This is an optimization exercise on Yosys and OpenROAD, whose aim is small area, a short achievable clock period and few clock cycles per item, not a production implementation. The RTL was checked by simulation tests, not by an equivalence proof against the original design. Power and IR drop assume default switching activity.

==> indigo <==
## tdes_enc
module tdes_enc(
    input [63:0] k1,k2,k3,
    input [127:0] pt,
    output [127:0] ct,
    input rst,clk,
    output [63:0] ek1,ek2,ek3,
    output reg done
    );
export LEC_CHECK = 0
export CAP_MARGIN = 20
export CELL_PAD_IN_SITES_DETAIL_PLACEMENT = 1
export CORE_AREA = 2 2 298 298
export DIE_AREA = 0 0 300 300
export PLACE_DENSITY = 0.5
export SLEW_MARGIN = 20
export SYNTH_HIERARCHICAL = 1
export SYNTH_MINIMUM_KEEP_SIZE = 0
create_clock -name core_clock -period 10.0 [get_ports {clk}]
standard.sh (not shown) runs the stock make flow with config.mk's settings and CLKGATE_MAP_FILE= SYNTH_SCRIPT=/design/flow/synth_recipe.tcl, a recipe that flattens the netlist after the stock synthesis.
==> flow/flow/run.sh <==
#!/bin/bash
# The standard layout, with two changes to how it is made:
# - the port buffers that buffer_ports inserts are sky130_fd_sc_hd__buf_1
#   instead of the slow delay buffer it picks by default;
# - place_pins keeps the ports of each bit lane together (pins_args.txt,
#   written by gen/pins.py), so each lane's XOR tree sits next to its pins.
set -euo pipefail
PINS="$(cat flow/pins_args.txt)"
bash standard.sh "BUFFER_PORTS_ARGS=-buffer_cell sky130_fd_sc_hd__buf_1" "PLACE_PINS_ARGS=$PINS" finish > standard.log 2>&1
Other scripts of this flow, unchanged in this note and not shown: flow/flow/pins_args.txt
==> inputs of quartz, as changes to indigo <==
CORE_AREA = 2 2 248 248   (was 2 2 298 298)
DIE_AREA = 0 0 250 250   (was 0 0 300 300)
==> flow_summary.yaml <==
synthesis:
  syn_nets: 936
  synth_most_common_cell: "buf_4"
  ys_types: 5
  synthesis.area_mm2: 0.00498
  synth_top_cell_area_share_pct: 48.2
  synthCells: 614
  synth_top_family_by_area: "XOR/XNOR gates"
  ys_top_cells_by_count: "buf_4, xnor2_1, xor2_1"
  synth_mux_area_share_pct: 0
floorplanning:
  die_y_um: 300
  die_w_um: 300
  row_count: 108
  start_util_pct: 5.74
status:
  error_line: "[ERROR PPL-0086] Pin group of size 10 was not assigned."
  status: "stopped before the end"
  stop_stage: "I/O pin placement (3_2_place_iop)"
The numbers above come from indigo.

==> flow_summary.yaml <==
floorplanning:
  die_y_um: 250
  die_w_um: 250
  start_util_pct: 8.29
  row_count: 90
synthesis:
  synthCells: 614
  ys_types: 5
  synth_top_family_by_area: "XOR/XNOR gates"
  ys_top_cells_by_count: "buf_4, xnor2_1, xor2_1"
  synth_most_common_cell: "buf_4"
  synth_top_cell_area_share_pct: 48.2
  synthesis.area_mm2: 0.00498
status:
  error_line: "[ERROR PPL-0086] Pin group of size 10 was not assigned."
  status: "stopped before the end"
  stop_stage: "I/O pin placement (3_2_place_iop)"
The numbers above come from quartz.

Testbench counts of indigo, summed over its fixed seeds: cycles 512, items 256.
Testbench counts of quartz, summed over its fixed seeds: cycles 512, items 256.

========
==> inputs of run G <==
Another version of the RTL of tdes_enc (not shown whole).
export LEC_CHECK = 0
export CAP_MARGIN = 20
export CELL_PAD_IN_SITES_DETAIL_PLACEMENT = 0
export CORE_AREA = 2 2 248 248
export CTS_BUF_LIST = sky130_fd_sc_hd__clkbuf_4
export DIE_AREA = 0 0 250 250
export PLACE_DENSITY = 0.65
export SLEW_MARGIN = 20
export SYNTH_HIERARCHICAL = 1
export SYNTH_MINIMUM_KEEP_SIZE = 0
create_clock -name core_clock -period 10.0 [get_ports {clk}]
Scripts as last shown in full above: flow/flow/run.sh
Other scripts of this flow, unchanged in this note and not shown: flow/flow/pins_args.txt
==> run B: changes against run G <==
- CELL_PAD_IN_SITES_DETAIL_PLACEMENT: 0 -> 1
- PLACE_DENSITY: 0.65 -> 0.5
==> run H: changes against run G <==
- PLACE_DENSITY: 0.65 -> 0.5
==> run notes <==
Worst hold slack: run G < run B < run H. Between run G and run B, the lower first-iteration DRC count is in run G (gap 19%, measured against run B). Sequential share of layout area is the same in run B and run H. In non-clock buffer count, run H and run G do not differ. Between run G and run H, the lower combinational power is in run G (gap about 2%, measured against run H). Utilization is the same in run B and run H. The highest via count belongs to run B, the lowest to run H. In critical path depth, run H and run G do not differ. Maximum frequency is about the same in run G and run H.
==> figures <==
Clock tree cell share of total cell area: run B 0.004811; run H 0.004811; run G 0.004813
Via count: run B 4463; run H 4256; run G 4355
Hold Slack: run B 1.851 ns; run H 1.853 ns; run G 1.849 ns
Power drawn by the clock network: run B 37.0 µW; run H 36.4 µW; run G 36.6 µW
Fraction of area in multi-input gates: run B 0.4097; run H 0.4097; run G 0.4099
Finished Layout Cells: run B 1735; run H 1735; run G 1734
Combinational fraction of design power: run B 0.788; run H 0.787; run G 0.787
Reported combinational group power: run B 429 µW; run H 424 µW; run G 415 µW
Worst Slack Setup Final: run B 5.237 ns; run H 5.241 ns; run G 5.246 ns
Result of the run: run B no timing/DRC/antenna violations; run H no timing/DRC/antenna violations; run G no timing/DRC/antenna violations
Number of fill cells: run B 7507; run H 7083; run G 7006
Non-Filler Cell Area, Final: run B 0.006242 mm²; run H 0.006242 mm²; run G 0.006240 mm²
Shortest period the worst path allows: run B 4.763 ns; run H 4.759 ns; run G 4.754 ns
Clock Power Share: run B 0.068; run H 0.068; run G 0.069
Largest vdd supply drop: run B 23.34 µV; run H 30.17 µV; run G 52.26 µV
Final Util: run B 0.1038; run H 0.1038; run G 0.1038
Transition time at the pin with the least slew margin: run B 0.7766 ns; run H 0.7672 ns; run G 0.3780 ns
GRT Resource Usage Total: run B 0.03292; run H 0.02790; run G 0.01990
DR iter-0 viols: run B 43; run H 35; run G 35
Startpoint of the worst setup timing path: run B k1[26]; run H k3[21]; run G k1[26]
Testbench counts of run G, summed over its fixed seeds: cycles 512, items 256.
Testbench counts of run B, summed over its fixed seeds: cycles 512, items 256.
Testbench counts of run H, summed over its fixed seeds: cycles 512, items 256.

==> port drivers added, routing unchanged <==
In the flow no input, the clock included, has a driving cell. The finished layouts below were timed again as built, in two steps.
Step 1, drivers: a clkbuf_16 drives clk and a buf_2 each remaining input, both assumed.
Step 2 times the ports against the registers' clock, not the clock port: input delays grow and output delays shrink by t, the midpoint of the rising clock arrivals with the driver on.
a / b / c = ideal / step 1 / step 2; a / b = the first two.
| run | t (ns) | setup slack, ns | worst register clock-pin slew, ns | cell pins on the clock port's net |
|---|---|---|---|---|
| run G | 0.303 | 5.246 / 5.223 / 5.223 | 0.08 / 0.08 | 1 |
| run B | 0.317 | 5.237 / 5.212 / 5.212 | 0.09 / 0.09 | 1 |
| run H | 0.316 | 5.241 / 5.221 / 5.221 | 0.08 / 0.08 | 1 |
After both steps setup and hold are still met in every run listed. The setup slack of run B, which loses most, moves by -0.025 ns with the drivers and by -0.025 ns with both steps.
